This design comes from an exercise in tuning for a short achievable clock period and few clock cycles on the open sky130 flow, not from production work.
The RTL was checked by simulation tests, not by an equivalence proof against the original design.
Power figures rest on the tool's default switching activity, not on a simulated workload.

[config.mk]
export PLATFORM = sky130hd
export DESIGN_NAME = riscvsingle
export DESIGN_NICKNAME = riscvsingle
export VERILOG_FILES = /design/flow/design.v
export SDC_FILE = /design/flow/constraint.sdc
export NUM_CORES = 4
export LEC_CHECK = 0
export ABC_CLOCK_PERIOD_IN_PS = 2000
export CAP_MARGIN = 20
export CELL_PAD_IN_SITES_DETAIL_PLACEMENT = 1
export CELL_PAD_IN_SITES_GLOBAL_PLACEMENT = 2
export CORE_MARGIN = 2
export CORE_UTILIZATION = 35
export PLACE_DENSITY = 0.45
export SLEW_MARGIN = 20
export SYNTH_HIERARCHICAL = 1
[constraint.sdc]
create_clock -name core_clock -period 13.0 [get_ports {clk}]
set_input_delay 2.6000 -clock core_clock [delete_from_list [all_inputs] [get_ports {clk}]]
set_output_delay 2.6000 -clock core_clock [all_outputs]
set_load 0.01 [all_outputs]
[design.v]
module riscvsingle(clk, reset,
                   PC,
                   Instr,
                   MemWrite,
                   ALUResult, WriteData,
                   ReadData);
  input clk, reset;
  output [63:0] PC;
  input  [31:0] Instr;
  output MemWrite;
  output [63:0] ALUResult, WriteData;
  input  [63:0] ReadData;
  reg [63:0] pc_f;
  reg        x_br;         
  reg        x_ld;
  reg        x_sd;
  reg        x_we;         
  reg [4:0]  x_rd;
  reg [63:0] x_a, x_b, x_imm;          
  reg        sa_m, sa_w, sa_r;         
  reg        sa_l, sd_l, sb_l;         
  reg        sb_m, sb_w, sb_r;         
  reg        sb_mn, sb_wn, sb_rn, sb_i;
  reg        sd_m, sd_w, sd_r;         
  reg        x_sub;
  reg        x_sand, x_sor, x_sslt, x_ssum;
  reg [63:0] x_tgt;
  reg        m_we;
  reg        m_ld;
  reg [4:0]  m_rd;
  reg [63:0] m_res;
  reg [63:0] alu_q;
  reg [63:0] wd_q;
  reg        mw_q;
  reg [63:0] w_res;
  reg [63:0] rf [1:31];
  assign PC        = pc_f;
  assign ALUResult = alu_q;
  assign WriteData = wd_q;
  assign MemWrite  = mw_q;
  wire [6:0] op    = Instr[6:0];
  wire [4:0] f_rs1 = Instr[19:15];
  wire [4:0] f_rs2 = Instr[24:20];
  wire [4:0] f_rd  = Instr[11:7];
  wire [2:0] f3    = Instr[14:12];
  wire f_r    = (op[6:4] == 3'b011);
  wire f_i    = (op[6:4] == 3'b001);
  wire f_ld   = (op[6:4] == 3'b000);
  wire f_sd   = (op[6:4] == 3'b010);
  wire f_b    = (op[6:4] == 3'b110) & ~op[2];
  wire f_jal  = (op[6:4] == 3'b110) &  op[2];
  wire f_same = (f_rs1 == f_rs2);
  wire f_bt   = f_b & f_same;        
  wire f_br   = f_b & ~f_same;
  wire f_logic = (f_r | f_i) & f3[2] & f3[1];
  wire f_use1 = f_ld | f_sd | f_br | ((f_r | f_i) & ~f_logic);
  wire f_use2 = f_br | (f_r & ~f_logic);
  wire f_wrd  = (f_r | f_i | f_ld | f_jal) & (f_rd != 5'd0);
  wire f_bimm = ~op[5] | ~op[4] | f_jal;    
  wire f_sub  = (f_r & (f3 == 3'b000) & Instr[30]) | ((f_r | f_i) & (f3 == 3'b010));
  wire x1 = (f_rs1 == x_rd) & x_we;
  wire x2 = (f_rs2 == x_rd) & x_we;
  wire w1 = (f_rs1 == m_rd) & m_we;
  wire w2 = (f_rs2 == m_rd) & m_we;
  wire hazard = x_ld & ((f_use1 & x1) | (f_use2 & x2));
  wire [63:0] pc_seq = pc_f + 64'd4;
  reg [63:0] rv1, rv2;
  integer k;
  always @(*) begin
    rv1 = 64'd0;
    rv2 = 64'd0;
    for (k = 1; k < 32; k = k + 1) begin
      rv1 = rv1 | ({64{f_rs1 == k}} & rf[k]);
      rv2 = rv2 | ({64{f_rs2 == k}} & rf[k]);
    end
  end
  wire [20:0] immJ = {Instr[31], Instr[19:12], Instr[20], Instr[30:21], 1'b0};
  wire [12:0] immB = {Instr[31], Instr[7], Instr[30:25], Instr[11:8], 1'b0};
  wire [20:0] tJlo;
  wire [12:0] tBlo;
  wire        cJ, cB;
  tgtadd #(21) addJ(.a(pc_f[20:0]), .b(immJ), .s(tJlo), .co(cJ));
  tgtadd #(13) addB(.a(pc_f[12:0]), .b(immB), .s(tBlo), .co(cB));
  wire [42:0] hJ_inc, hJ_dec, hJ_t;
  wire [50:0] hB_inc, hB_dec, hB_t;
  incdec #(43) idJ(.h(pc_f[63:21]), .hi(hJ_inc), .hd(hJ_dec));
  incdec #(51) idB(.h(pc_f[63:13]), .hi(hB_inc), .hd(hB_dec));
  hisel  #(43) hsJ(.h(pc_f[63:21]), .hi(hJ_inc), .hd(hJ_dec), .sign(Instr[31]), .c(cJ), .y(hJ_t));
  hisel  #(51) hsB(.h(pc_f[63:13]), .hi(hB_inc), .hd(hB_dec), .sign(Instr[31]), .c(cB), .y(hB_t));
  wire [63:0] tJ  = {hJ_t, tJlo};
  wire [63:0] tB  = {hB_t, tBlo};
  wire [63:0] a   = ({64{sa_m}} & m_res) | ({64{sa_w}} & w_res) | ({64{sa_r}} & x_a);
  wire [63:0] al  = a | ({64{sa_l}} & ReadData);
  wire [63:0] b2e = ({64{sd_m}} & m_res) | ({64{sd_w}} & w_res) | ({64{sd_r}} & x_b);
  wire [63:0] b2  = b2e | ({64{sd_l}} & ReadData);
  wire [63:0] opbx = ({64{sb_m}}  & m_res)  | ({64{sb_w}}  & w_res)  | ({64{sb_r}}  & x_b) |
                     ({64{sb_mn}} & ~m_res) | ({64{sb_wn}} & ~w_res) | ({64{sb_rn}} & ~x_b) |
                     ({64{sb_i}}  & x_imm);
  wire [64:0] sum1 = {a, 1'b1} + {opbx, x_sub};
  wire [63:0] sum  = sum1[64:1];
  wire        lt   = (a[63] == opbx[63]) ? a[63] : sum[63];
  wire [63:0] opbl = opbx | ({64{sb_l}} & ReadData);
  wire        eq   = (a == b2e);
  wire [63:0] res  = ({64{x_ssum}} & sum) |
                     ({64{x_sand}} & (al & opbl)) |
                     ({64{x_sor}}  & (al | opbl)) |
                     {63'd0, x_sslt & lt};
  wire redirect = x_br & eq;
  wire s_J    = ~redirect & f_jal;
  wire s_B    = ~redirect & f_bt;
  wire s_R    = redirect | (~f_jal & ~f_bt);
  wire s_hold = ~redirect & hazard;
  wire [63:0] pc_early = redirect ? x_tgt : pc_seq;
  wire [63:0] pc_rest, pc_next;
  lmux  #(64) mH(.s(s_hold), .a(pc_f), .b(pc_early), .y(pc_rest));
  lsel3 #(64) mT(.s1(s_J), .a1(tJ), .s2(s_B), .a2(tB), .s3(s_R), .a3(pc_rest), .y(pc_next));
  wire bubble = redirect | hazard;
  always @(posedge clk or posedge reset)
    if (reset) begin
      pc_f  <= 64'd0;
      x_br  <= 1'b0;
      x_ld  <= 1'b0;
      x_sd  <= 1'b0;
      x_we  <= 1'b0;
      m_we  <= 1'b0;
      m_ld  <= 1'b0;
      mw_q  <= 1'b0;
    end else begin
      pc_f  <= pc_next;
      x_br  <= ~bubble & f_br;
      x_ld  <= ~bubble & f_ld;
      x_sd  <= ~bubble & f_sd;
      x_we  <= ~bubble & f_wrd;
      m_we  <= x_we;
      m_ld  <= x_ld;
      mw_q  <= x_sd;
    end
  wire [63:0] wdata = m_ld ? ReadData : m_res;
  integer j;
  always @(posedge clk) begin
    x_rd   <= f_rd;
    x_a    <= rv1;
    x_b    <= rv2;
    x_imm  <= f_jal ? pc_seq :
              {64{f_sub}} ^ {{53{Instr[31]}}, Instr[30:25],
                             f_sd ? Instr[11:7] : Instr[24:20]};
    sa_m   <= ~f_jal & x1 & ~x_ld;
    sa_l   <= ~f_jal & x1 & x_ld;
    sa_w   <= ~f_jal & ~x1 & w1;
    sa_r   <= ~f_jal & ~x1 & ~w1;
    sd_m   <= x2 & ~x_ld;
    sd_l   <= x2 & x_ld;
    sd_w   <= ~x2 & w2;
    sd_r   <= ~x2 & ~w2;
    sb_i   <= f_bimm;
    sb_m   <= ~f_bimm & ~f_sub & x2 & ~x_ld;
    sb_l   <= ~f_bimm & ~f_sub & x2 & x_ld;
    sb_w   <= ~f_bimm & ~f_sub & ~x2 & w2;
    sb_r   <= ~f_bimm & ~f_sub & ~x2 & ~w2;
    sb_mn  <= ~f_bimm & f_sub & x2 & ~x_ld;
    sb_wn  <= ~f_bimm & f_sub & ~x2 & w2;
    sb_rn  <= ~f_bimm & f_sub & ~x2 & ~w2;
    x_sub  <= f_sub;
    x_sand <= (f_r | f_i) & (f3 == 3'b111);
    x_sor  <= (f_r | f_i) & (f3 == 3'b110);
    x_sslt <= (f_r | f_i) & (f3 == 3'b010);
    x_ssum <= ~((f_r | f_i) & f3[1]);
    x_tgt  <= tB;
    m_rd   <= x_rd;
    m_res  <= res;
    alu_q  <= res;
    wd_q   <= b2;
    w_res  <= wdata;
    if (m_we) rf[m_rd] <= wdata;
  end
endmodule
module tgtadd #(parameter W = 21) (a, b, s, co);
  input  [W-1:0] a, b;
  output [W-1:0] s;
  output co;
  assign {co, s} = {1'b0, a} + {1'b0, b};
endmodule
module incdec #(parameter W = 43) (h, hi, hd);
  input  [W-1:0] h;
  output [W-1:0] hi, hd;
  assign hi = h + 1'b1;
  assign hd = h - 1'b1;
endmodule
module hisel #(parameter W = 43) (h, hi, hd, sign, c, y);
  input  [W-1:0] h, hi, hd;
  input  sign, c;
  output [W-1:0] y;
  wire [W-1:0] y1 = sign ? h  : hi;
  wire [W-1:0] y0 = sign ? hd : h;
  assign y = c ? y1 : y0;
endmodule
module lmux #(parameter W = 64) (s, a, b, y);
  input  s;
  input  [W-1:0] a, b;
  output [W-1:0] y;
  assign y = s ? a : b;
endmodule
module lsel3 #(parameter W = 64) (s1, a1, s2, a2, s3, a3, y);
  input  s1, s2, s3;
  input  [W-1:0] a1, a2, a3;
  output [W-1:0] y;
  assign y = ({W{s1}} & a1) | ({W{s2}} & a2) | ({W{s3}} & a3);
endmodule
[flow/run.sh]
#!/bin/bash
# Standard synthesis and layout; repair aims at a tighter period than the
# 13 ns constraint (SDC unchanged) by raising the setup slack margin.
set -euo pipefail
MARGIN=$(cat flow/margin.txt)
bash standard.sh synth > synth.log 2>&1
bash standard.sh SETUP_SLACK_MARGIN=$MARGIN finish > layout.log 2>&1
[flow/margin.txt]
8.6
[standard.sh]
#!/bin/bash
# synth_recipe.tcl (not shown) runs the flow's synth.tcl, then flattens the netlist and writes it again
# the make line also repeats each setting of config.mk as NAME=value (left out here)
make -C /OpenROAD-flow-scripts/flow DESIGN_CONFIG=/design/flow/config.mk WORK_HOME=/design/flow/orfs CLKGATE_MAP_FILE= SYNTH_SCRIPT=/design/flow/synth_recipe.tcl "${@:-finish}"
==> summary.md, run 1 <==
| Metric | Value |
|---|---|
| Outcome | no timing/DRC/antenna violations |
| CP Launch Type | input pin |
| Die Width | 586 um |
| Synth Area per Inst | 12.6 sq um |
| Final Slew Violations | 0 |
| Min Tclk post-route | 4650 ps |
| F_max | 215 MHz |
| Slew margin rel. | 13.9% |
| Share of cells above drive strength 1 | 18.0% |
| TNS Setup | 0 ps |
| DR vias | 107119 |
| Post-CTS Hold Buffers | 0 |
| Core area | 337000 sq um |
| Final instance area | 145000 sq um |
| Total CTS buffers | 300 |
| Max_cap viols | 0 |
| Endpoints failing hold | 0 |
| Drt pass-1 iters | 10 |
| Unrepaired setup endpoints after global routing | yes |
| FILL cells | 34267 |
| Number of port buffers | 287 |
| Initial DRC Count | 21063 |
| Final worst-path cycle share | 35.8% |
| Crit path launch | Instr[16] |
| Initial antenna violation count | 105 |
| Die H | 586 um |
| Root Driver | clkbuf_16 |
| Latest clock arrival within the worst-skew pair | 990 ps |
| Tot GR Track Use | 42.1% |
| H-tree levels | 5 |
| Distinct cells, synth | 106 |
| Detailed Place HPWL | 416000 um |
| Number of clock sinks | 2534 |
| Least-Margin Pin Slew | 1290 ps |
| Synth Warn # | 7 |
| Min Hold Slack | 351 ps |
| Final setup viols | 0 |
| Residual DRC | 0 |
| Antenna-violating nets left | 0 |
| Critical path arrival | 5430 ps |
| First-pass GRT wire length | 973000 um |
| CP required | 13780 ps |
| Critical path class | input pin to flip-flop |
| Nets | 10232 |
| Number of global-route vias before repair | 101154 |
| Boundary pin count | 291 |
| Gr ovfl total | 0 |
| Storage cell area | 71200 sq um |
| WHS Path Cells | 0 |
| Largest net degree at the start of global routing | 73 |
| Initial Util | 35.2% |
| Reg-to-reg startpoint | pc_f[2] |
| TritonCTS clock tree | done |
| Post-synth EDFFs | 1984 |
| Yosys reg bits | 2534 |
| Hold path startpoint | x_sd |
| Worst-path clk slew | 60 ps |
| Drt total wl | 766000 um |
| Crit end category | flip-flop |
| Mapped cell area | 119000 sq um |
| FP Rows | 213 |
| Placed inst area | 127000 sq um |
| Die area | 344000 sq um |
| Sequential fraction of the synthesis area | 59.8% |
| Pwr dens | 191 nW/um^2 |
| Share of flip-flops with an asynchronous set or reset | 2.80% |
| Leakage | 50.8 nW |
| Clock buffer depth | 4 |
| Reg2Reg Depth | 14 |
| Maximum vdd drop | 0.115 mV |
| Crit path max fanout | 29 |
| R2R setup slack | 8510 ps |
| Hold/Removal Path Class | flip-flop to flip-flop |
| Via density | 7.20 |
| Area delta synth->final | 22.4% |
| GPL Wtd Cong | 0.911 |
| Post-layout util | 43.1% |
| Main synth FF type | edfxtp_1 |
| Cells after synthesis | 9426 |
| Drt wl/cell | 51.5 um |
| Clock skew | 99.2 ps |
| Multi-input gate area | 45800 sq um |
[sequential cells by signal (all words and copies together), names as in the netlist, 5 cells and up]
register,flops
w_res,64
pc_f,64
x_tgt,64
x_imm,64
x_a,64
x_rd,5
rf,1984
alu_q,64
x_b,64
m_rd,5
wd_q,64
[kinds of logic after synthesis]
family	Yosys count	share of synthesized area, %
other	1	0.00316
multiplexers	547	4.97
adder cells (fa/ha/maj)	105	1.13
buffers and inverters	916	3.50
AO/OA/AOI/OAI	2876	18.8
XOR/XNOR	391	2.89
AND/OR/NAND/NOR	2056	8.94
flip-flops	2534	59.8
[cells in the final DEF (no fill, tap or decap), drive strengths merged, types with 304 or more instances in the layout]
master,n
nand2,488
nand3,483
nor2,304
edfxtp,1984
mux2i,412
buf,715
dfxtp,479
a222oi,307
a22oi,1236
a221oi,358
clkbuf,428
[final cells by class]
| cell class | instances | share of cell area (%) |
|---|---|---|
| clock inverter | 142 | 0.957 |
| tap | 4515 | 3.89 |
| inverter | 189 | 0.490 |
| antenna | 93 | 0.160 |
| clock buffer | 398 | 5.69 |
| timing repair buffer | 1024 | 8.26 |
| multi-input combinational | 5980 | 31.5 |
| sequential | 2534 | 49.0 |
[report_power, final]
part | internal (mW) | switching [mW]
sequential | 10.2 | 0.801
clock | 4.92 | 3.74
combinational | 2.88 | 5.11
[metal layers]
metal | share of wire [%] | track usage [%]
met2 | 43 | 64.1
met5 | 0.046 | 0
met1 | 38 | 55.4
met4 | 7.2 | 23.8
met3 | 12 | 9.13
[through the flow]
step | total power, mW | worst slack (ps) | std cells
2_1_floorplan | 14.5 | 7910 | 9427
3_3_place_gp | 17.6 | 5350 | 13790
3_5_place_dp | 17.7 | 5320 | 13791
4_1_cts | 27.1 | 8500 | 14637
5_1_grt | 28.3 | 8300 | 14815
6_report | 27.7 | 8350 | 14875
[critical path: stages]
cell and delay (ps):
buf_12 120, buf_4 140, or2_4 270, buf_4 190
nor2_4 640, buf_6 790, a221oi_1 190, nand3_1 120
or4_1 330
[cells in the mapped netlist, drive strengths merged (115+ instances only)]
cell type / n / area [sq um]
nand3: 481 / 2410
o21ai: 129 / 646
a222oi: 307 / 3070
a22oi: 1236 / 9280
inv: 188 / 706
or4: 115 / 875
mux2: 135 / 1770
mux2i: 412 / 4120
a22o: 288 / 2520
a221oi: 358 / 3140
edfxtp: 1984 / 59600
xor2: 209 / 1830
xnor2: 182 / 1590
buf: 157 / 1180
nor2: 304 / 1140
dfxtp: 479 / 9590
clkbuf: 565 / 2150
nand4: 246 / 1550
a21oi: 300 / 1510
nand2: 488 / 1830
[worst paths after layout]
kind                            endpoint
worst min register to register      mw_q
worst max register to register  pc_f[62]
min in group asynchronous       pc_f[61]
max in group asynchronous       pc_f[13]
worst max-delay path              x_a[2]
worst min-delay path                mw_q
[timing repair]
item	4_1_cts	5_1_grt
setup endpoints to repair	510	170
gates cloned	43	30
resized for setup	938	241
pin swaps	120	111
setup buffers	263	115
Testbench counts, summed over its fixed seeds: cycles 150,406.
==> run 2, diff against run 1 <==
==> run.sh (new file) <==
#!/bin/bash
# synth_recipe.tcl (not shown) runs the flow's synth.tcl, then flattens the netlist and writes it again
# the make line also repeats each setting of config.mk as NAME=value (left out here)
make -C /OpenROAD-flow-scripts/flow DESIGN_CONFIG=/design/flow/config.mk WORK_HOME=/design/flow/orfs CLKGATE_MAP_FILE= SYNTH_SCRIPT=/design/flow/synth_recipe.tcl finish
--- a/config.mk
+++ b/config.mk
@@ -13,4 +13,5 @@
 export CORE_UTILIZATION = 35
 export PLACE_DENSITY = 0.45
+export SETUP_SLACK_MARGIN = 5
 export SLEW_MARGIN = 20
 export SYNTH_HIERARCHICAL = 1
removed: flow/run.sh
removed: flow/margin.txt
removed: standard.sh
==> summary.md, run 2 <==
| Metric | Value |
|---|---|
| Main synth FF type | edfxtp_1 |
| Final setup margin | 5750 ps |
| TNS Setup | 0 ps |
| Largest net degree at the start of global routing | 104 |
| Min Hold Slack | 368 ps |
| Core area | 337000 sq um |
| Slew margin rel. | 10.5% |
| Total CTS buffers | 307 |
| Min Tclk post-route | 7250 ps |
| FILL cells | 34865 |
| Least-Margin Pin Slew | 1330 ps |
| Yosys reg bits | 2534 |
| First-pass GRT wire length | 943000 um |
| Number of port buffers | 287 |
| Nets | 9850 |
| Unrepaired setup endpoints after global routing | no |
| Distinct cells, synth | 106 |
| Latest clock arrival within the worst-skew pair | 970 ps |
| Clock buffer depth | 4 |
| Tot GR Track Use | 40.6% |
| Die Width | 586 um |
| Cell Count, Final, Fillers Out | 14546 |
| FP Rows | 213 |
| Gr ovfl total | 0 |
| Post_cts resized | 0 |
| Synth Warn # | 7 |
| Sequential fraction of the synthesis area | 59.8% |
| Outcome | no timing/DRC/antenna violations |
| Initial DRC Count | 19592 |
| Largest cells by area after synthesis | edfxtp_1, dfxtp_1, a22oi_1, mux2i_1, a221oi_1 |
| Drt wl/cell | 49.6 um |
| Area delta synth->final | 16.5% |
| H-tree levels | 5 |
| Root Driver | clkbuf_16 |
| Critical path class | input pin to flip-flop |
| Antenna-violating nets left | 0 |
| Final worst-path cycle share | 55.8% |
| Final Slew Violations | 0 |
| Postcts setup bufs | 0 |
| Crit end category | flip-flop |
| F_max | 138 MHz |
| Pwr dens | 194 nW/um^2 |
| Most common cell after layout, fill and taps aside | edfxtp_1 |
| DR vias | 103543 |
| Crit path max fanout | 49 |
| Hold/Removal Path Class | flip-flop to flip-flop |
| Leakage | 47.5 nW |
| Initial Util | 35.2% |
| Count leader, synth | edfxtp_1 |
| Max_cap viols | 0 |
| Detailed Place HPWL | 422000 um |
| Maximum vdd drop | 0.131 mV |
| Endpoints failing hold | 0 |
| CP required | 13780 ps |
| Via density | 7.12 |
| Post-synth EDFFs | 1984 |
| List of most frequent post-synthesis cells | edfxtp_1, a22oi_1, clkbuf_1 |
| Pre-CTS setup slack | 4920 ps |
| Synth Area per Inst | 12.6 sq um |
| Die H | 586 um |
| Post-synth top area cell | edfxtp_1 |
| Mapped cell area | 119000 sq um |
| DP Cell Count | 13853 |
| Die area | 344000 sq um |
| CP Launch Type | input pin |
| Cells after synthesis | 9426 |
| Largest register FFs | 1984 |
| Worst-path clk slew | 60 ps |
| Largest reg by FF count | rf |
| Initial antenna violation count | 97 |
| Final setup viols | 0 |
| GPL Wtd Cong | 0.920 |
| Share of flip-flops with an asynchronous set or reset | 2.80% |
| TritonCTS clock tree | done |
| Number of clock sinks | 2534 |
| Commonest cells after routing, fill and taps aside | edfxtp_1, a22oi_1, nand2_1 |
| Drt pass-1 iters | 13 |
| Synth top area share | 50.2% |
| Critical path arrival | 8030 ps |
| Residual DRC | 0 |
| Clock skew | 74.8 ps |
| Post-CTS Hold Buffers | 0 |
| Number of global-route vias before repair | 99312 |
| Drt total wl | 722000 um |
| Boundary pin count | 291 |
| Share of cells above drive strength 1 | 11.6% |
run 2: layer usage:
layer,part of all wire [%],up-vias,GRT usage (%)
met2,43,8160,60.6
met3,12,1839,10.0
met5,0.038,-,0
li1,-,38989,-
met1,39,54517,54.6
met4,5.9,38,20.7
run 2: kinds of logic (layout without fill, tap and decap cells):
| kind of cell | Yosys count | count (layout) | synth area share [%] |
|---|---|---|---|
| AOI/OAI and AO/OA | 2876 | 2876 | 18.8 |
| xor gates and xnor gates | 391 | 391 | 2.89 |
| adders and majority gates | 105 | 105 | 1.13 |
| buffers and inverters | 916 | 1392 | 3.50 |
| DFF | 2534 | 2534 | 59.8 |
| muxes | 547 | 547 | 4.97 |
| other | 1 | 130 | 0.00316 |
| and+or+nand+nor | 2056 | 2056 | 8.94 |
run 2: per-stage QoR:
stage	instance area (sq um)	util, %	power (mW)
6_report	138000	41.0	26.8
5_1_grt	138000	41.0	27.5
4_1_cts	138000	40.9	26.7
3_5_place_dp	128000	37.9	17.7
3_3_place_gp	127000	37.8	17.6
2_1_floorplan	119000	-	14.5
run 2: area by class of cell:
type | instances | area (sq um) | area share [%]
repair buffers | 638 | 5910 | 4.28
inverters | 189 | 711 | 0.514
clock buffers | 393 | 8460 | 6.12
well taps | 4515 | 5650 | 4.09
multi-input cells | 5977 | 44300 | 32.1
diodes | 128 | 320 | 0.232
clock inverters | 172 | 1860 | 1.34
flip-flops and latches | 2534 | 71000 | 51.4
run 2: where the power goes:
group / leakage (nW) / internal (mW) / switching (mW)
clock network: 5.05 / 5.28 / 3.79
logic: 19.6 / 2.15 / 4.46
registers: 22.9 / 10.2 / 0.941
total: 47.5 / 17.6 / 9.20
run 2: path summary, 6_finish.rpt:
path / start / to / slack [ps] / cells after the start
min in group asynchronous: reset / pc_f[19] / 2170 / 2
max reg2reg: sa_m / pc_f[58] / 6000 / 13
min reg2reg: x_sd / mw_q / 370 / 0
max in group asynchronous: reset / m_ld / 9370 / 3
max: Instr[20] / pc_f[45] / 5750 / 14
min: x_sd / mw_q / 370 / 0
run 2: worst max-delay path, stage by stage:
cell	delay [ps]
clkdlybuf4s50_1	1000
ha_1	740
nand2_1	80
o21ai_0	280
a31oi_1	140
o21ai_0	240
nor3b_1	130
a221oi_4	310
buf_4	650
buf_4	800
mux2i_1	260
mux2i_1	160
a222oi_1	430
inv_1	70
==> run 3, diff against run 2 <==
--- a/design.v
+++ b/design.v
@@ -53,7 +53,5 @@
   wire f_bt   = f_b & f_same;        
   wire f_br   = f_b & ~f_same;
-  wire f_logic = (f_r | f_i) & f3[2] & f3[1];
-  wire f_use1 = f_ld | f_sd | f_br | ((f_r | f_i) & ~f_logic);
-  wire f_use2 = f_br | (f_r & ~f_logic);
+  wire f_use2 = f_r | f_b;
   wire f_wrd  = (f_r | f_i | f_ld | f_jal) & (f_rd != 5'd0);
   wire f_bimm = ~op[5] | ~op[4] | f_jal;    
@@ -63,5 +61,5 @@
   wire w1 = (f_rs1 == m_rd) & m_we;
   wire w2 = (f_rs2 == m_rd) & m_we;
-  wire hazard = x_ld & ((f_use1 & x1) | (f_use2 & x2));
+  wire hazard = x_ld & (x1 | (f_use2 & x2));
   wire [63:0] pc_seq = pc_f + 64'd4;
   reg [63:0] rv1, rv2;
@@ -115,5 +113,5 @@
   lmux  #(64) mH(.s(s_hold), .a(pc_f), .b(pc_early), .y(pc_rest));
   lsel3 #(64) mT(.s1(s_J), .a1(tJ), .s2(s_B), .a2(tB), .s3(s_R), .a3(pc_rest), .y(pc_next));
-  wire bubble = redirect | hazard;
+  wire bubble = redirect | (hazard & ~f_jal & ~f_bt);
   always @(posedge clk or posedge reset)
     if (reset) begin
==> flow/run.sh (new file) <==
#!/bin/bash
# Standard synthesis and layout; repair aims at a tighter period than the
# 13 ns constraint (SDC unchanged) by raising the setup slack margin.
set -euo pipefail
MARGIN=$(cat flow/margin.txt)
bash standard.sh synth > synth.log 2>&1
bash standard.sh SETUP_SLACK_MARGIN=$MARGIN finish > layout.log 2>&1
==> flow/margin.txt (new file) <==
8.6
==> standard.sh (new file) <==
#!/bin/bash
# synth_recipe.tcl (not shown) runs the flow's synth.tcl, then flattens the netlist and writes it again
# the make line also repeats each setting of config.mk as NAME=value (left out here)
make -C /OpenROAD-flow-scripts/flow DESIGN_CONFIG=/design/flow/config.mk WORK_HOME=/design/flow/orfs CLKGATE_MAP_FILE= SYNTH_SCRIPT=/design/flow/synth_recipe.tcl "${@:-finish}"
--- a/config.mk
+++ b/config.mk
@@ -13,5 +13,4 @@
 export CORE_UTILIZATION = 35
 export PLACE_DENSITY = 0.45
-export SETUP_SLACK_MARGIN = 5
 export SLEW_MARGIN = 20
 export SYNTH_HIERARCHICAL = 1
removed: run.sh
==> summary.md, run 3 <==
| Metric | Value |
|---|---|
| Post-synth top area cell | edfxtp_1 |
| Largest register FFs | 1984 |
| Pre-CTS setup slack | 5120 ps |
| CP Launch Type | input pin |
| Detailed Place HPWL | 418000 um |
| Final setup margin | 8380 ps |
| H-tree levels | 5 |
| Least-Margin Pin Slew | 1310 ps |
| Switching Fraction | 34.8% |
| Die Width | 586 um |
| Yosys reg bits | 2534 |
| WHS Path Cells | 0 |
| Final setup viols | 0 |
| Die area | 344000 sq um |
| Max_cap viols | 0 |
| Post-synth EDFFs | 1984 |
| Proportion of power drawn by combinational gates | 29.3% |
| Cells after synthesis | 9420 |
| Worst-path clk slew | 50 ps |
| Switch Pwr | 9.82 mW |
| Clock buffer depth | 4 |
| FP Rows | 213 |
| Crit end category | flip-flop |
| Highest metal used | met5 |
| Gr ovfl total | 0 |
| Largest cells by area after synthesis | edfxtp_1, dfxtp_1, a22oi_1, mux2i_1, a221oi_1 |
| WL met2 | 340000 um |
| Latest clock arrival within the worst-skew pair | 990 ps |
| Mapped cell area | 119000 sq um |
| Internal | 18.4 mW |
| Min Tclk post-route | 4620 ps |
| Drt pass-1 iters | 10 |
| Most common cell after layout, fill and taps aside | edfxtp_1 |
| Hold/Removal Path Class | flip-flop to flip-flop |
| Post-layout util | 44.2% |
| TritonCTS clock tree | done |
| TNS Setup | 0 ps |
| Crit path max fanout | 55 |
| Reg2Reg Depth | 15 |
| CP required | 13760 ps |
| Total CTS buffers | 302 |
| Boundary pin count | 291 |
| Clock network power share | 31.7% |
| DR vias | 109448 |
| Residual DRC | 0 |
| F_max | 217 MHz |
| Tot GR Track Use | 43.5% |
| Number of port buffers | 287 |
| Leakage | 52.2 nW |
| Unrepaired setup endpoints after global routing | yes |
| Commonest cells after routing, fill and taps aside | edfxtp_1, a22oi_1, nand2_1 |
| Sequential fraction of the synthesis area | 59.8% |
| Nets | 10360 |
| Wl on met1 | 296000 um |
| Sequential Power Share | 39.0% |
| Root Driver | clkbuf_16 |
| Initial DRC Count | 22587 |
| Drt wl/cell | 53.0 um |
| Antenna-violating nets left | 0 |
| Core area | 337000 sq um |
| Count leader, synth | edfxtp_1 |
| Number of clock sinks | 2534 |
| List of most frequent post-synthesis cells | edfxtp_1, a22oi_1, clkbuf_1 |
| Endpoints failing hold | 0 |
| Synth Area per Inst | 12.6 sq um |
| Critical path arrival | 5380 ps |
| Die H | 586 um |
| Min Hold Slack | 363 ps |
| Clock skew | 84.7 ps |
| Final Slew Violations | 0 |
| Drt total wl | 801000 um |
| Initial Util | 35.2% |
| Outcome | no timing/DRC/antenna violations |
| Pwr dens | 190 nW/um^2 |
| Final worst-path cycle share | 35.5% |
| Largest net degree at the start of global routing | 67 |
| Slew margin rel. | 12.4% |
| Initial antenna violation count | 133 |
| Share of flip-flops with an asynchronous set or reset | 2.80% |
| GPL Wtd Cong | 0.887 |
| Number of global-route vias before repair | 101932 |
| Share of cells above drive strength 1 | 20.0% |
| Via density | 7.25 |
| Area delta synth->final | 25.5% |
| Largest reg by FF count | rf |
| Synth Warn # | 7 |
| Maximum vdd drop | 0.178 mV |
| First-pass GRT wire length | 999000 um |
| Synth top area share | 50.2% |
| Critical path class | input pin to flip-flop |
| Main synth FF type | edfxtp_1 |
| Distinct cells, synth | 106 |
| DR WL met3 | 104000 um |
run 3: cell type report:
class | count | area (sq um)
Clock inverter | 149 | 1590
Antenna cell | 181 | 453
Multi-Input combinational cell | 5988 | 46200
Timing Repair Buffer | 1157 | 14600
Clock buffer | 405 | 8490
Fill cell | 34297 | 188000
Sequential cell | 2534 | 71200
Inverter | 174 | 656
Tap cell | 4515 | 5650
run 3: final timing paths:
path / from / endpoint / slack (ps)
setup reg to reg: sd_m / pc_f[6] / 8470
min in group asynchronous: reset / pc_f[63] / 1990
hold / removal: x_sd / mw_q / 360
max in group asynchronous: reset / pc_f[15] / 9500
setup / recovery: Instr[16] / x_a[27] / 8380
hold reg to reg: x_sd / mw_q / 360
run 3: worst max-delay path, cell delays in order:
cell	delay (ps)
clkbuf_4	230
nand2b_4	220
buf_4	190
nor2_4	50
buf_12	170
a22o_1	420
a221oi_1	290
nand3_1	180
or4_4	610
run 3: logic make-up after synthesis:
family,Yosys count,synth area share [%]
other,1,0.00316
muxes,550,4.97
xor gates and xnor gates,392,2.89
AOI/OAI and AO/OA,2865,18.8
and+or+nand+nor,2073,9.01
adders and majority gates,105,1.13
buffers and inverters,900,3.42
DFF,2534,59.8
run 3: per-stage QoR:
| stage | instances | power (mW) | instance area [sq um] |
|---|---|---|---|
| floorplan | 9421 | 14.6 | 119000 |
| global placement | 13794 | 17.7 | 127000 |
| detailed placement | 13798 | 17.8 | 127000 |
| CTS | 14740 | 27.7 | 145000 |
| global route | 15009 | 28.8 | 149000 |
| finish | 15103 | 28.2 | 149000 |
run 3: what timing repair did:
| item | 4_1_cts | 5_1_grt |
|---|---|---|
| endpoints found under the hold margin | 0 | 0 |
| pin swaps | 155 | 141 |
| hold buffers | 0 | 0 |
| cloned | 69 | 46 |
| buffers inserted | 319 | 135 |
| gates resized for setup | 1065 | 261 |
| setup endpoints to repair | 500 | 191 |
run 3: power by group through the flow:
stage | sequential, mW | combinational (mW) | clock [mW]
detailed placement | 11.2 | 6.61 | 0
global placement | 11.2 | 6.51 | 0
global route | 11.0 | 8.53 | 9.20
finish | 11.0 | 8.28 | 8.94
CTS | 10.9 | 7.80 | 8.94
floorplan | 10.9 | 3.65 | 0
run 3: routing by layer:
layer  vias to the layer above  global-route usage [%]
met5                         -                  0.0560
met4                        52                    25.7
met3                      2455                    11.7
met2                      9799                    65.1
met1                     56969                    56.3
li1                      40173                       -
Testbench counts of run 3, summed over its fixed seeds: cycles 150,831.
==> run 4, diff against run 3 <==
==> flow/margin.txt (replaced) <==
8.8
--- a/config.mk
+++ b/config.mk
@@ -8,9 +8,9 @@
 export ABC_CLOCK_PERIOD_IN_PS = 2000
 export CAP_MARGIN = 20
-export CELL_PAD_IN_SITES_DETAIL_PLACEMENT = 1
-export CELL_PAD_IN_SITES_GLOBAL_PLACEMENT = 2
+export CELL_PAD_IN_SITES_DETAIL_PLACEMENT = 2
+export CELL_PAD_IN_SITES_GLOBAL_PLACEMENT = 3
 export CORE_MARGIN = 2
-export CORE_UTILIZATION = 35
-export PLACE_DENSITY = 0.45
+export CORE_UTILIZATION = 28
+export PLACE_DENSITY = 0.35
 export SLEW_MARGIN = 20
 export SYNTH_HIERARCHICAL = 1
==> summary.md, run 4 <==
| Metric | Value |
|---|---|
| Outcome | no timing/DRC/antenna violations |
| Hold/Removal Path Class | flip-flop to flip-flop |
| Largest register FFs | 1984 |
| Die H | 655 um |
| Post-synth top area cell | edfxtp_1 |
| Synth Area per Inst | 12.6 sq um |
| Cells after synthesis | 9420 |
| Antenna-violating nets left | 0 |
| Drt total wl | 919000 um |
| Least-Margin Pin Slew | 1240 ps |
| Largest reg by FF count | rf |
| FP Rows | 239 |
| Commonest cells after routing, fill and taps aside | edfxtp_1, a22oi_1, buf_4 |
| Share of cells above drive strength 1 | 28.2% |
| Post-CTS Hold Buffers | 0 |
| Main synth FF type | edfxtp_1 |
| Latest clock arrival within the worst-skew pair | 980 ps |
| Initial Util | 28.1% |
| Unrepaired setup endpoints after global routing | yes |
| DR vias | 111463 |
| Synth Warn # | 7 |
| Detailed Place HPWL | 489000 um |
| Distinct cells, synth | 106 |
| Final Slew Violations | 0 |
| Endpoints failing hold | 0 |
| CP required | 13800 ps |
| Gr ovfl total | 0 |
| Total CTS buffers | 319 |
| Min Tclk post-route | 4640 ps |
| Drt wl/cell | 54.9 um |
| Root Driver | clkbuf_16 |
| Number of global-route vias before repair | 105781 |
| Critical path class | input pin to flip-flop |
| Share of flip-flops with an asynchronous set or reset | 2.80% |
| Yosys reg bits | 2534 |
| F_max | 215 MHz |
| Placed inst area | 131000 sq um |
| Mapped cell area | 119000 sq um |
| TNS Setup | 0 ps |
| Initial antenna violation count | 154 |
| TritonCTS clock tree | done |
| Internal | 19.0 mW |
| Worst-path clk slew | 60 ps |
| Initial DRC Count | 20013 |
| Most common cell after layout, fill and taps aside | edfxtp_1 |
| Switch Pwr | 10.6 mW |
| Clock skew | 75.3 ps |
| Final setup viols | 0 |
| Max_cap viols | 0 |
| Sequential fraction of the synthesis area | 59.8% |
| Post-synth EDFFs | 1984 |
| Boundary pin count | 291 |
| Final worst-path cycle share | 35.7% |
| Leakage | 55.9 nW |
| Drt pass-1 iters | 9 |
| Proportion of power drawn by combinational gates | 31.3% |
| Multi-input gate area | 48900 sq um |
| Via density | 6.66 |
| Slew margin rel. | 16.8% |
| Tot GR Track Use | 39.5% |
| Die area | 429000 sq um |
| FILL cells | 42659 |
| Die Width | 655 um |
| Number of clock sinks | 2534 |
| Storage cell area | 71300 sq um |
| Critical path's slowest cell | a222oi_1 |
| Switching Fraction | 35.8% |
| First-pass GRT wire length | 1120000 um |
| Clock network power share | 31.4% |
| Final setup margin | 8360 ps |
| Critical path arrival | 5440 ps |
| Tot Pwr | 29.6 mW |
| Count leader, synth | edfxtp_1 |
| Pre-CTS setup slack | 5270 ps |
| CP Launch Type | input pin |
| GPL Wtd Cong | 0.853 |
| Number of port buffers | 287 |
| Largest net degree at the start of global routing | 69 |
| Core area | 423000 sq um |
| Area delta synth->final | 33.8% |
| Crit path max fanout | 7 |
| Synth top area share | 50.2% |
| Sequential Power Share | 37.4% |
| Clock buffer depth | 4 |
| Maximum vdd drop | 0.123 mV |
| Pwr dens | 187 nW/um^2 |
| Cell Chain, Critical Path | clkdlybuf4s15_2, ha_4, nand4_4, nor2_4, nand3_4, a221oi_4, buf_6, buf_12, buf_12, buf_8, mux2i_1, mux2i_1, a222oi_1, inv_1 |
| List of most frequent post-synthesis cells | edfxtp_1, a22oi_1, clkbuf_1 |
| H-tree levels | 5 |
| Crit end category | flip-flop |
| Slowest stage delay, CP | 430 ps |
| Nets | 10848 |
| Residual DRC | 0 |
| Post-layout util | 37.5% |
| Final instance area | 159000 sq um |
| Largest cells by area after synthesis | edfxtp_1, dfxtp_1, a22oi_1, mux2i_1, a221oi_1 |
-- run 4: area by class of cell --
type	instances	area share (%)
Multi-Input combinational cell	5989	30.8
Tap cell	5663	4.46
Timing Repair Buffer	1627	12.5
Antenna cell	171	0.270
Inverter	174	0.415
Clock buffer	433	5.69
Sequential cell	2534	44.9
Clock inverter	144	0.893
-- run 4: kinds of logic (layout without fill, tap and decap cells) --
logic type / after synthesis / after routing / synth area share, %
AO/OA/AOI/OAI: 2865 / 2865 / 18.8
XOR/XNOR: 392 / 392 / 2.89
adder cells (fa/ha/maj): 105 / 105 / 1.13
buffers and inverters: 900 / 2378 / 3.42
flip-flops: 2534 / 2534 / 59.8
multiplexers: 550 / 550 / 4.97
other: 1 / 173 / 0.00316
AND/OR/NAND/NOR: 2073 / 2075 / 9.01
-- run 4: stage by stage --
stage          std cells  hold WS [ps]
5_1_grt            16662           389
3_5_place_dp       15005           360
3_3_place_gp       14997           344
6_report           16735           388
4_1_cts            16158           393
2_1_floorplan       9421           331
-- run 4: critical path: cells and delay by family --
family | cells | cell delay (ps)
buffers and inverters | 6 | 950
muxes | 2 | 320
AOI/OAI and AO/OA | 2 | 750
and+or+nand+nor | 3 | 380
adders and majority gates | 1 | 390
-- run 4: metal layers --
metal  global-route usage (%)  vias to the layer above  wire, um
met5                        0                        -       493
met4                     19.5                       60     62500
met3                     7.57                     1967     93500
met2                     60.9                     8117    399000
met1                     52.9                    60169    363000
li1                         -                    41150         -
-- run 4: final timing paths --
| check | from | endpoint | slack (ps) | depth (start not counted) |
|---|---|---|---|---|
| max | Instr[13] | pc_f[53] | 8360 | 14 |
| min | x_sd | mw_q | 390 | 0 |
| max reg2reg | x_a[47] | pc_f[32] | 8570 | 15 |
| min reg2reg | x_sd | mw_q | 390 | 0 |
| max in group asynchronous | reset | pc_f[59] | 9390 | 4 |
| min in group asynchronous | reset | pc_f[6] | 2250 | 3 |
-- run 4: power by group through the flow --
stage	clock network [mW]	registers, mW	logic (mW)
global placement	0	11.3	6.89
finish	9.30	11.1	9.27
floorplan	0	10.9	3.71
global route	9.61	11.1	9.59
CTS	9.33	11.0	8.67
detailed placement	0	11.3	7.00
-- run 4: repair_timing --
item	CTS	global route
endpoints found under the setup margin	623	221
gates resized for setup	1716	517
pin swaps	209	268
buffers inserted	491	346
gates cloned	85	60
==> run 5, diff against run 4 <==
--- a/design.v
+++ b/design.v
@@ -63,14 +63,17 @@
   wire hazard = x_ld & (x1 | (f_use2 & x2));
   wire [63:0] pc_seq = pc_f + 64'd4;
-  reg [63:0] rv1, rv2;
-  integer k;
-  always @(*) begin
-    rv1 = 64'd0;
-    rv2 = 64'd0;
-    for (k = 1; k < 32; k = k + 1) begin
-      rv1 = rv1 | ({64{f_rs1 == k}} & rf[k]);
-      rv2 = rv2 | ({64{f_rs2 == k}} & rf[k]);
+  wire [31*32-1:0] rf_lo, rf_hi;
+  genvar g;
+  generate
+    for (g = 1; g < 32; g = g + 1) begin : rfh
+      assign rf_lo[(g-1)*32 +: 32] = rf[g][31:0];
+      assign rf_hi[(g-1)*32 +: 32] = rf[g][63:32];
     end
-  end
+  endgenerate
+  wire [63:0] rv1, rv2;
+  rdhalf r1l(.rs(f_rs1), .regs(rf_lo), .y(rv1[31:0]));
+  rdhalf r1h(.rs(f_rs1), .regs(rf_hi), .y(rv1[63:32]));
+  rdhalf r2l(.rs(f_rs2), .regs(rf_lo), .y(rv2[31:0]));
+  rdhalf r2h(.rs(f_rs2), .regs(rf_hi), .y(rv2[63:32]));
   wire [20:0] immJ = {Instr[31], Instr[19:12], Instr[20], Instr[30:21], 1'b0};
   wire [12:0] immB = {Instr[31], Instr[7], Instr[30:25], Instr[11:8], 1'b0};
@@ -79,4 +82,7 @@
   wire        cJ, cB;
   tgtadd #(21) addJ(.a(pc_f[20:0]), .b(immJ), .s(tJlo), .co(cJ));
+  wire [20:0] tJlo2_unused;
+  wire        cJ2;
+  tgtadd #(21) addJ2(.a(pc_f[20:0]), .b(immJ), .s(tJlo2_unused), .co(cJ2));
   tgtadd #(13) addB(.a(pc_f[12:0]), .b(immB), .s(tBlo), .co(cB));
   wire [42:0] hJ_inc, hJ_dec, hJ_t;
@@ -84,5 +90,6 @@
   incdec #(43) idJ(.h(pc_f[63:21]), .hi(hJ_inc), .hd(hJ_dec));
   incdec #(51) idB(.h(pc_f[63:13]), .hi(hB_inc), .hd(hB_dec));
-  hisel  #(43) hsJ(.h(pc_f[63:21]), .hi(hJ_inc), .hd(hJ_dec), .sign(Instr[31]), .c(cJ), .y(hJ_t));
+  hisel  #(22) hsJ(.h(pc_f[42:21]), .hi(hJ_inc[21:0]), .hd(hJ_dec[21:0]), .sign(Instr[31]), .c(cJ), .y(hJ_t[21:0]));
+  hisel  #(21) hsJ2(.h(pc_f[63:43]), .hi(hJ_inc[42:22]), .hd(hJ_dec[42:22]), .sign(Instr[31]), .c(cJ2), .y(hJ_t[42:22]));
   hisel  #(51) hsB(.h(pc_f[63:13]), .hi(hB_inc), .hd(hB_dec), .sign(Instr[31]), .c(cB), .y(hB_t));
   wire [63:0] tJ  = {hJ_t, tJlo};
@@ -205,2 +212,13 @@
   assign y = ({W{s1}} & a1) | ({W{s2}} & a2) | ({W{s3}} & a3);
 endmodule
+module rdhalf (rs, regs, y);
+  input  [4:0] rs;
+  input  [31*32-1:0] regs;      
+  output reg [31:0] y;
+  integer k;
+  always @(*) begin
+    y = 32'd0;
+    for (k = 1; k < 32; k = k + 1)
+      y = y | ({32{rs == k}} & regs[(k-1)*32 +: 32]);
+  end
+endmodule
==> flow/margin.txt (replaced) <==
8.6
--- a/config.mk
+++ b/config.mk
@@ -8,9 +8,9 @@
 export ABC_CLOCK_PERIOD_IN_PS = 2000
 export CAP_MARGIN = 20
-export CELL_PAD_IN_SITES_DETAIL_PLACEMENT = 2
-export CELL_PAD_IN_SITES_GLOBAL_PLACEMENT = 3
+export CELL_PAD_IN_SITES_DETAIL_PLACEMENT = 1
+export CELL_PAD_IN_SITES_GLOBAL_PLACEMENT = 2
 export CORE_MARGIN = 2
-export CORE_UTILIZATION = 28
-export PLACE_DENSITY = 0.35
+export CORE_UTILIZATION = 35
+export PLACE_DENSITY = 0.45
 export SLEW_MARGIN = 20
 export SYNTH_HIERARCHICAL = 1
==> summary.md, run 5 <==
| Metric | Value |
|---|---|
| Outcome | no timing/DRC/antenna violations |
| Worst-path clk slew | 60 ps |
| Endpoints failing hold | 0 |
| Final worst-path cycle share | 35.7% |
| Max_cap viols | 0 |
| Gr ovfl total | 0 |
| Commonest cells after routing, fill and taps aside | edfxtp_1, mux2i_1, a22oi_1 |
| Buf/Inv on CP | 5 |
| Number of port buffers | 287 |
| Synth Warn # | 8 |
| Mapped cell area | 128000 sq um |
| Final setup viols | 0 |
| Die area | 371000 sq um |
| Critical path's slowest cell | nand4_1 |
| Number of global-route vias before repair | 106208 |
| Share of cells above drive strength 1 | 20.7% |
| Cell Chain, Critical Path | buf_16, buf_16, buf_12, buf_16, buf_4, or4bb_4, o32ai_1, nor3b_4, and4_1, nand4_1 |
| Drt total wl | 713000 um |
| Clock network power share | 30.6% |
| Number of clock sinks | 2534 |
| Antenna-violating nets left | 0 |
| First-pass GRT wire length | 931000 um |
| Min Hold Slack | 357 ps |
| Leakage | 58.4 nW |
| Nets | 11505 |
| Residual DRC | 0 |
| Crit end category | flip-flop |
| Most common cell after layout, fill and taps aside | edfxtp_1 |
| Area delta synth->final | 23.7% |
| Least-Margin Pin Slew | 1350 ps |
| Maximum vdd drop | 0.100 mV |
| Latest clock arrival within the worst-skew pair | 950 ps |
| Crit path max fanout | 11 |
| Slowest stage delay, CP | 600 ps |
| Drt pass-1 iters | 10 |
| CP dominant cell by count | buf_16 |
| Core area | 365000 sq um |
| Internal | 18.3 mW |
| Via density | 6.56 |
| Initial antenna violation count | 116 |
| CP required | 13530 ps |
| Critical path arrival | 5170 ps |
| Proportion of power drawn by combinational gates | 30.8% |
| Die Width | 609 um |
| Switch Pwr | 9.87 mW |
| GPL Wtd Cong | 0.873 |
| Boundary pin count | 291 |
| FP Rows | 222 |
| Switching Fraction | 35.1% |
| CP Launch Type | input pin |
| Initial Util | 35.1% |
| Detailed Place HPWL | 426000 um |
| Initial DRC Count | 15236 |
| Drt wl/cell | 43.5 um |
| Total CTS buffers | 306 |
| TritonCTS clock tree | done |
| Unrepaired setup endpoints after global routing | yes |
| Largest net degree at the start of global routing | 68 |
| Pwr dens | 177 nW/um^2 |
| CP top delay family | simple AND/OR/NAND/NOR gates |
| H-tree levels | 5 |
| Largest reg by FF count | rf |
| F_max | 216 MHz |
| Sequential Power Share | 38.6% |
| Largest register FFs | 1984 |
| Hold/Removal Path Class | flip-flop to flip-flop |
| Post-CTS Hold Buffers | 0 |
| Root Driver | clkbuf_16 |
| DR vias | 107620 |
| Die H | 609 um |
| Final Slew Violations | 0 |
| Min Tclk post-route | 4640 ps |
| Tot GR Track Use | 36.4% |
| Cells after synthesis | 10512 |
| Slew margin rel. | 9.74% |
| Clock buffer depth | 4 |
| Clock skew | 53.2 ps |
| Synth Area per Inst | 12.2 sq um |
| Critical path class | input pin to flip-flop |
| TNS Setup | 0 ps |
-- run 5: power by group through the flow --
stage          sequential (mW)  clock, mW  combinational (mW)
2_1_floorplan             10.9          0                4.05
3_3_place_gp              11.1          0                6.79
3_5_place_dp              11.2          0                6.92
4_1_cts                   10.8       8.69                8.09
5_1_grt                   10.9       9.00                9.03
6_report                  10.9       8.60                8.66
-- run 5: what timing repair did --
action | CTS | global route
setup buffers | 367 | 182
cloned | 74 | 33
endpoints found under the setup margin | 480 | 180
resized for setup | 1155 | 336
pin swaps | 136 | 171
-- run 5: path summary, 6_finish.rpt --
| kind | start | endpoint | slack (ps) | cells after the start |
|---|---|---|---|---|
| worst max-delay path | Instr[20] | x_b[28] | 8360 | 10 |
| worst min-delay path | x_sd | mw_q | 360 | 0 |
| worst max register to register | sa_r | pc_f[48] | 8430 | 16 |
| worst min register to register | x_sd | mw_q | 360 | 0 |
| max in group asynchronous | reset | pc_f[18] | 9530 | 3 |
| min in group asynchronous | reset | pc_f[8] | 2210 | 2 |
-- run 5: cell type report --
class	instances	area, sq um
clock buffer	427	8570
multi-input combinational	6924	55600
antenna	43	108
clock inverter	136	1140
sequential	2534	71200
timing repair buffer	1271	15000
tap	4816	6030
inverter	244	918
fill	37391	206000
-- run 5: stage by stage --
stage | cell area, sq um | std cells | total power, mW | util (%) | worst slack (ps)
after global routing | 159000 | 16358 | 28.9 | 43.4 | 8340
after floorplan | 128000 | 10514 | 15.0 | - | 8130
after detailed placement | 136000 | 15132 | 18.1 | 37.4 | 5750
after global placement | 136000 | 15126 | 17.9 | 37.3 | 5740
after CTS | 155000 | 16136 | 27.6 | 42.4 | 8360
final | 159000 | 16395 | 28.1 | 43.5 | 8360
-- run 5: metal layers --
metal	global-route usage, %	share of wire (%)
met1	48.5	40
met2	57.7	45
met3	7.55	9.7
met4	14.2	4.6
met5	0	0.052
Testbench counts of run 5, summed over its fixed seeds: cycles 150,831.

## separate check: timing with driven ports
The flow's constraints put no driver on any port. The routed layouts listed below were extracted and timed again, unchanged, in two steps.
Step 1, drivers: a clkbuf_16 drives clk and a buf_2 each remaining input, both assumed.
Step 2, shift: input delay + t, output delay - t, t = (earliest + latest rising clock arrival at the registers) / 2. This alone moves slack from input paths to output paths.
Three values: ideal, step 1, step 2; two values: the first two.
run | shift t [ns] | slack for setup (ns) | worst register clock-pin slew, ns | worst data-port slew with drivers (ns)
run 1 | 1.070 | 8.351 / 8.320 / 7.251 | 0.07 / 0.07 | 0.26
run 2 | 1.051 | 5.751 / 5.839 / 4.787 | 0.07 / 0.07 | 0.15
run 3 | 1.066 | 8.382 / 8.285 / 7.219 | 0.07 / 0.07 | 0.21
run 4 | 1.085 | 8.358 / 8.465 / 7.380 | 0.07 / 0.07 | 0.21
run 5 | 1.029 | 8.360 / 8.000 / 6.971 | 0.07 / 0.07 | 0.71
After both steps every run listed still meets setup and hold. For run 5, which loses most, drivers alone change the setup slack by -0.360 ns; drivers and shift together by -1.389 ns.
